This is an optimization exercise on Yosys and OpenROAD, whose aim is small area, a short achievable clock period and few clock cycles per item, not a production implementation.
At most, simulation tests tie the RTL to the original design; equivalence was not proved.
Power is estimated from default activity; no workload was simulated.

## the previous run
==> flow/design.v <==
`timescale 1ns / 1ps
module decimal_to_bcd #(
    parameter INPUT_WIDTH = 14,
    parameter DECIMAL_DIGITS = 4
)(
    input wire clk_i,
    input wire rst_i,
    input wire start_i,
    input wire [INPUT_WIDTH-1 : 0] binary_i,
    output reg [DECIMAL_DIGITS*4-1 : 0] bcd_o,
    output reg done_o
);
function [3:0] add3;
    input [3:0] d;
    begin
        add3[3] = d[3] | (d[2] & (d[1] | d[0]));
        add3[2] = (d[3] & d[0]) | (d[2] & ~d[1] & ~d[0]);
        add3[1] = (d[1] & (~d[2] | d[0])) | (d[3] & ~d[0]);
        add3[0] = (~d[3] & ~d[2] & d[0]) | (d[2] & d[1] & ~d[0]) | (d[3] & ~d[0]);
    end
endfunction
function [23:0] front;
    input [13:0] b;
    reg [29:0] sr;
    integer i, d;
    begin
        sr = {16'd0, b};
        for (i = 0; i < 6; i = i + 1) begin
            for (d = 0; d < 4; d = d + 1)
                sr[14 + d*4 +: 4] = add3(sr[14 + d*4 +: 4]);
            sr = sr << 1;
        end
        front = sr[29:6];
    end
endfunction
function [15:0] back;
    input [23:0] s;
    reg [29:0] sr;
    integer i, d;
    begin
        sr = {s, 6'd0};
        for (i = 6; i < 14; i = i + 1) begin
            for (d = 0; d < 4; d = d + 1)
                sr[14 + d*4 +: 4] = add3(sr[14 + d*4 +: 4]);
            sr = sr << 1;
        end
        back = sr[29:14];
    end
endfunction
wire [23:0] front_w = front(binary_i);
reg  [14:0] mid;
always @(posedge clk_i) begin
    mid <= front_w[14:0];
end
always @(posedge clk_i or posedge rst_i) begin
    if (rst_i) done_o <= 1'b0;
    else       done_o <= start_i;
end
always @(*) begin
    bcd_o = back({{(24-15){1'b0}}, mid});
end
endmodule
==> flow/config.mk <==
export PLATFORM = sky130hd
export DESIGN_NAME = decimal_to_bcd
export DESIGN_NICKNAME = decimal_to_bcd
export VERILOG_FILES = /design/flow/design.v
export SDC_FILE = /design/flow/constraint.sdc
export NUM_CORES = 4
export LEC_CHECK = 0
export ABC_AREA = 1
export CAP_MARGIN = 20
export CORE_MARGIN = 2
export CORE_UTILIZATION = 40
export SLEW_MARGIN = 20
==> flow/constraint.sdc <==
create_clock -name core_clock -period 10.0 [get_ports {clk_i}]
set_input_delay 2.0000 -clock core_clock [delete_from_list [all_inputs] [get_ports {clk_i}]]
set_output_delay 2.0000 -clock core_clock [all_outputs]
set_load 0.01 [all_outputs]
run.sh (not shown) runs the stock make flow with config.mk's settings and CLKGATE_MAP_FILE= SYNTH_SCRIPT=/design/flow/synth_recipe.tcl, a recipe that flattens the netlist after the stock synthesis.
The previous run finished all stages; the layout is clean.
Changes in the current run relative to the previous run:
==> flow/design.v <==
`timescale 1ns / 1ps
module decimal_to_bcd #(
    parameter INPUT_WIDTH = 14,
    parameter DECIMAL_DIGITS = 4
)(
    input wire clk_i,
    input wire rst_i,
    input wire start_i,
    input wire [INPUT_WIDTH-1 : 0] binary_i,
    output reg [DECIMAL_DIGITS*4-1 : 0] bcd_o,
    output reg done_o
);
function [3:0] add3;
    input [3:0] d;
    begin
        add3[3] = d[3] | (d[2] & (d[1] | d[0]));
        add3[2] = (d[3] & d[0]) | (d[2] & ~d[1] & ~d[0]);
        add3[1] = (d[1] & (~d[2] | d[0])) | (d[3] & ~d[0]);
        add3[0] = (~d[3] & ~d[2] & d[0]) | (d[2] & d[1] & ~d[0]) | (d[3] & ~d[0]);
    end
endfunction
function [21:0] front;
    input [13:0] b;
    reg [29:0] sr;
    integer i, d;
    begin
        sr = {16'd0, b};
        for (i = 0; i < 8; i = i + 1) begin
            for (d = 0; d < 4; d = d + 1)
                sr[14 + d*4 +: 4] = add3(sr[14 + d*4 +: 4]);
            sr = sr << 1;
        end
        front = sr[29:8];
    end
endfunction
function [15:0] back;
    input [21:0] s;
    reg [29:0] sr;
    integer i, d;
    begin
        sr = {s, 8'd0};
        for (i = 8; i < 14; i = i + 1) begin
            for (d = 0; d < 4; d = d + 1)
                sr[14 + d*4 +: 4] = add3(sr[14 + d*4 +: 4]);
            sr = sr << 1;
        end
        back = sr[29:14];
    end
endfunction
wire [21:0] front_w = front(binary_i);
reg  [15:0] mid;
always @(posedge clk_i) begin
    mid <= front_w[15:0];
end
always @(posedge clk_i or posedge rst_i) begin
    if (rst_i) done_o <= 1'b0;
    else       done_o <= start_i;
end
always @(*) begin
    bcd_o = back({{(22-16){1'b0}}, mid});
end
endmodule
Findings:
Lower post-route fraction of the period consumed by the critical path among the current run and the previous run: the current run
Taking the previous run as the reference point, the finished layout cell area of the current run falls by 14%.
When the current run is set beside the previous run, its top fanout value on the critical path turns out to be 1 smaller.
Relative to the previous run, the sequential share of layout area of the current run is higher by 2.6 points.
Comparing the current run and the previous run, met1 wire length is lower on the current run.
Diff the current run and the previous run: area after detailed placement higher in the previous run
Power (the current run vs. the previous run) decreases by a few percent
The current run vs the previous run — row count dropped by more than 10%
From the previous run to the current run the numbers moved as follows: total clock sinks moved up; post-synthesis share of cell area spent on and, or, nand and nor gates moved down; sequential standard cell area moved up.
No functional check of the RTL was part of any run of this note.

---

== v6 ==
Another version of the RTL of decimal_to_bcd (not shown whole).
Size in the first run: roughly 18 flip-flops, ~34 I/O pins, about 2200 µm² of cells after synthesis.
==> module decimal_to_bcd, before the edit <==
module decimal_to_bcd #(
    parameter INPUT_WIDTH = 14,
    parameter DECIMAL_DIGITS = 4
)(
    input wire clk_i,
    input wire rst_i,
    input wire start_i,
    input wire [INPUT_WIDTH-1 : 0] binary_i,
    output reg [DECIMAL_DIGITS*4-1 : 0] bcd_o,
    output reg done_o
);
function [3:0] add3;
    input [3:0] d;
    begin
        add3[3] = d[3] | (d[2] & (d[1] | d[0]));
        add3[2] = (d[3] & d[0]) | (d[2] & ~d[1] & ~d[0]);
        add3[1] = (d[1] & (~d[2] | d[0])) | (d[3] & ~d[0]);
        add3[0] = (~d[3] & ~d[2] & d[0]) | (d[2] & d[1] & ~d[0]) | (d[3] & ~d[0]);
    end
endfunction
function [17:0] front;
    input [13:0] b;
    reg [29:0] sr;
    integer i, d;
    begin
        sr = {16'd0, b};
        for (i = 0; i < 12; i = i + 1) begin
            for (d = 0; d < 4; d = d + 1)
                sr[14 + d*4 +: 4] = add3(sr[14 + d*4 +: 4]);
            sr = sr << 1;
        end
        front = sr[29:12];
    end
endfunction
function [15:0] back;
    input [17:0] s;
    reg [29:0] sr;
    integer i, d;
    begin
        sr = {s, 12'd0};
        for (i = 12; i < 14; i = i + 1) begin
            for (d = 0; d < 4; d = d + 1)
                sr[14 + d*4 +: 4] = add3(sr[14 + d*4 +: 4]);
            sr = sr << 1;
        end
        back = sr[29:14];
    end
endfunction
wire [17:0] front_w = front(binary_i);
reg  [16:0] mid;
always @(posedge clk_i) begin
    mid <= front_w[16:0];
end
always @(posedge clk_i or posedge rst_i) begin
    if (rst_i) done_o <= 1'b0;
    else       done_o <= start_i;
end
always @(*) begin
    bcd_o = back({{(18-17){1'b0}}, mid});
end
endmodule
export LEC_CHECK = 0
export ABC_AREA = 1
export CAP_MARGIN = 20
export CORE_MARGIN = 2
export CORE_UTILIZATION = 40
export SLEW_MARGIN = 20
create_clock -name core_clock -period 10.0 [get_ports {clk_i}]
standard.sh (not shown) runs the stock make flow with config.mk's settings and CLKGATE_MAP_FILE= SYNTH_SCRIPT=/design/flow/synth_recipe.tcl, a recipe that flattens the netlist after the stock synthesis.
==> flow/flow/run.sh <==
#!/bin/bash
# Own layout flow: the standard layout (standard.sh) with
#  - synthesis run through ORFS's own synth script, but with the ABC area
#    script replaced by flow/abc_area.script (combinational mapping only;
#    registers and their names are the standard synthesis's),
#  - the port buffers made from a fast small buffer instead of the default,
set -euo pipefail
W=$(pwd)
BUF=${BUF:-sky130_fd_sc_hd__buf_2}
MARGIN=${MARGIN:-0}
rm -rf "$W/scripts_mod"
cp -r "$FLOW_HOME/scripts" "$W/scripts_mod"
cp "$W/flow/abc_area.script" "$W/scripts_mod/abc_area.script"
bash standard.sh SCRIPTS_DIR="$W/scripts_mod" ABC_AREA=1 synth > "$W/synth.log" 2>&1
bash standard.sh "BUFFER_PORTS_ARGS=-buffer_cell $BUF" SETUP_SLACK_MARGIN=$MARGIN finish > "$W/layout.log" 2>&1
==> flow/flow/abc_area.script <==
strash
dch
map -B 0.9
topo
buffer -c
upsize -c
dnsize -c
> inputs changed (v6 -> v7)
==> flow/design.v <==
`timescale 1ns / 1ps
module decimal_to_bcd #(
    parameter INPUT_WIDTH = 14,
    parameter DECIMAL_DIGITS = 4
)(
    input wire clk_i,
    input wire rst_i,
    input wire start_i,
    input wire [INPUT_WIDTH-1 : 0] binary_i,
    output reg [DECIMAL_DIGITS*4-1 : 0] bcd_o,
    output reg done_o
);
function [3:0] add3;
    input [3:0] d;
    begin
        add3[3] = d[3] | (d[2] & (d[1] | d[0]));
        add3[2] = (d[3] & d[0]) | (d[2] & ~d[1] & ~d[0]);
        add3[1] = (d[1] & (~d[2] | d[0])) | (d[3] & ~d[0]);
        add3[0] = (~d[3] & ~d[2] & d[0]) | (d[2] & d[1] & ~d[0]) | (d[3] & ~d[0]);
    end
endfunction
function [19:0] front;
    input [13:0] b;
    reg [29:0] sr;
    integer i, d;
    begin
        sr = {16'd0, b};
        for (i = 0; i < 10; i = i + 1) begin
            for (d = 0; d < 4; d = d + 1)
                sr[14 + d*4 +: 4] = add3(sr[14 + d*4 +: 4]);
            sr = sr << 1;
        end
        front = sr[29:10];
    end
endfunction
function [15:0] back;
    input [19:0] s;
    reg [29:0] sr;
    integer i, d;
    begin
        sr = {s, 10'd0};
        for (i = 10; i < 14; i = i + 1) begin
            for (d = 0; d < 4; d = d + 1)
                sr[14 + d*4 +: 4] = add3(sr[14 + d*4 +: 4]);
            sr = sr << 1;
        end
        back = sr[29:14];
    end
endfunction
wire [19:0] front_w = front(binary_i);
reg  [16:0] mid;
always @(posedge clk_i) begin
    mid <= front_w[16:0];
end
always @(posedge clk_i or posedge rst_i) begin
    if (rst_i) done_o <= 1'b0;
    else       done_o <= start_i;
end
always @(*) begin
    bcd_o = back({{(20-17){1'b0}}, mid});
end
endmodule
Results
- Summary of v7 over v6: worst endpoint data arrival time shrank by 1.98 ns, utilization after layout up 0.18 points, number of ordinary inverters in the final layout saw an increase.
- [v7 vs v6] area after synthesis: lower in v7
- v7 against v6: global-route usage down 0.94 points; detailed-routing wirelength on met1 dropped about 20%; part of the power in the clock network down 0.7 points; combinational power higher; horizontal extent of the die shows a reduction of about 4%.
- When v7 is measured against v6, its overall power turns out 6.3% higher.
- The met2 track utilization from global routing in v7 sits 0.44 points below the value recorded for v6.
- v7 does better than v6 on static leakage.
- Looking at per-cell routed wire length, v7 sits 0.47 µm below v6.
Testbench counts of v7, summed over its fixed seeds: cycles 2,048, items 2,048.
Only the layout flow was run in v6; the RTL was not checked for function there.

## static timing again, ports no longer ideal
No port has a modelled driver above. Below, the same layouts with a new extraction and two added sets of constraints.
Step 1: set_driving_cell puts a clkbuf_16 on clk_i and a buf_2 on each other input, an assumption about the parent block.
Step 2 adds t to the input delays and takes it off the output delays; t is the mean of the earliest and latest rising clock arrival at the registers after step 1. Input paths then give back, and output paths get back, about the clock's delay inside the block.
Three values: ideal ports, drivers, drivers and shift; two values: the first two.
run | t (ns) | setup slack, ns | clock arrival spread, ns | worst slew at a driven data input, ns
the previous run | 0.260 | 4.692 / 4.670 / 4.930 | 0.007 / 0.007 | 0.03
the current run | 0.268 | 5.192 / 5.171 / 5.438 | 0.008 / 0.007 | 0.03
v6 | 0.269 | 5.684 / 5.691 / 5.422 | 0.002 / 0.002 | 0.03
v7 | 0.273 | 5.533 / 5.507 / 5.779 | 0.004 / 0.003 | 0.03
After both steps every run listed still meets setup and hold. For v6, which loses most, drivers alone change the setup slack by +0.007 ns; drivers and shift together by -0.262 ns.
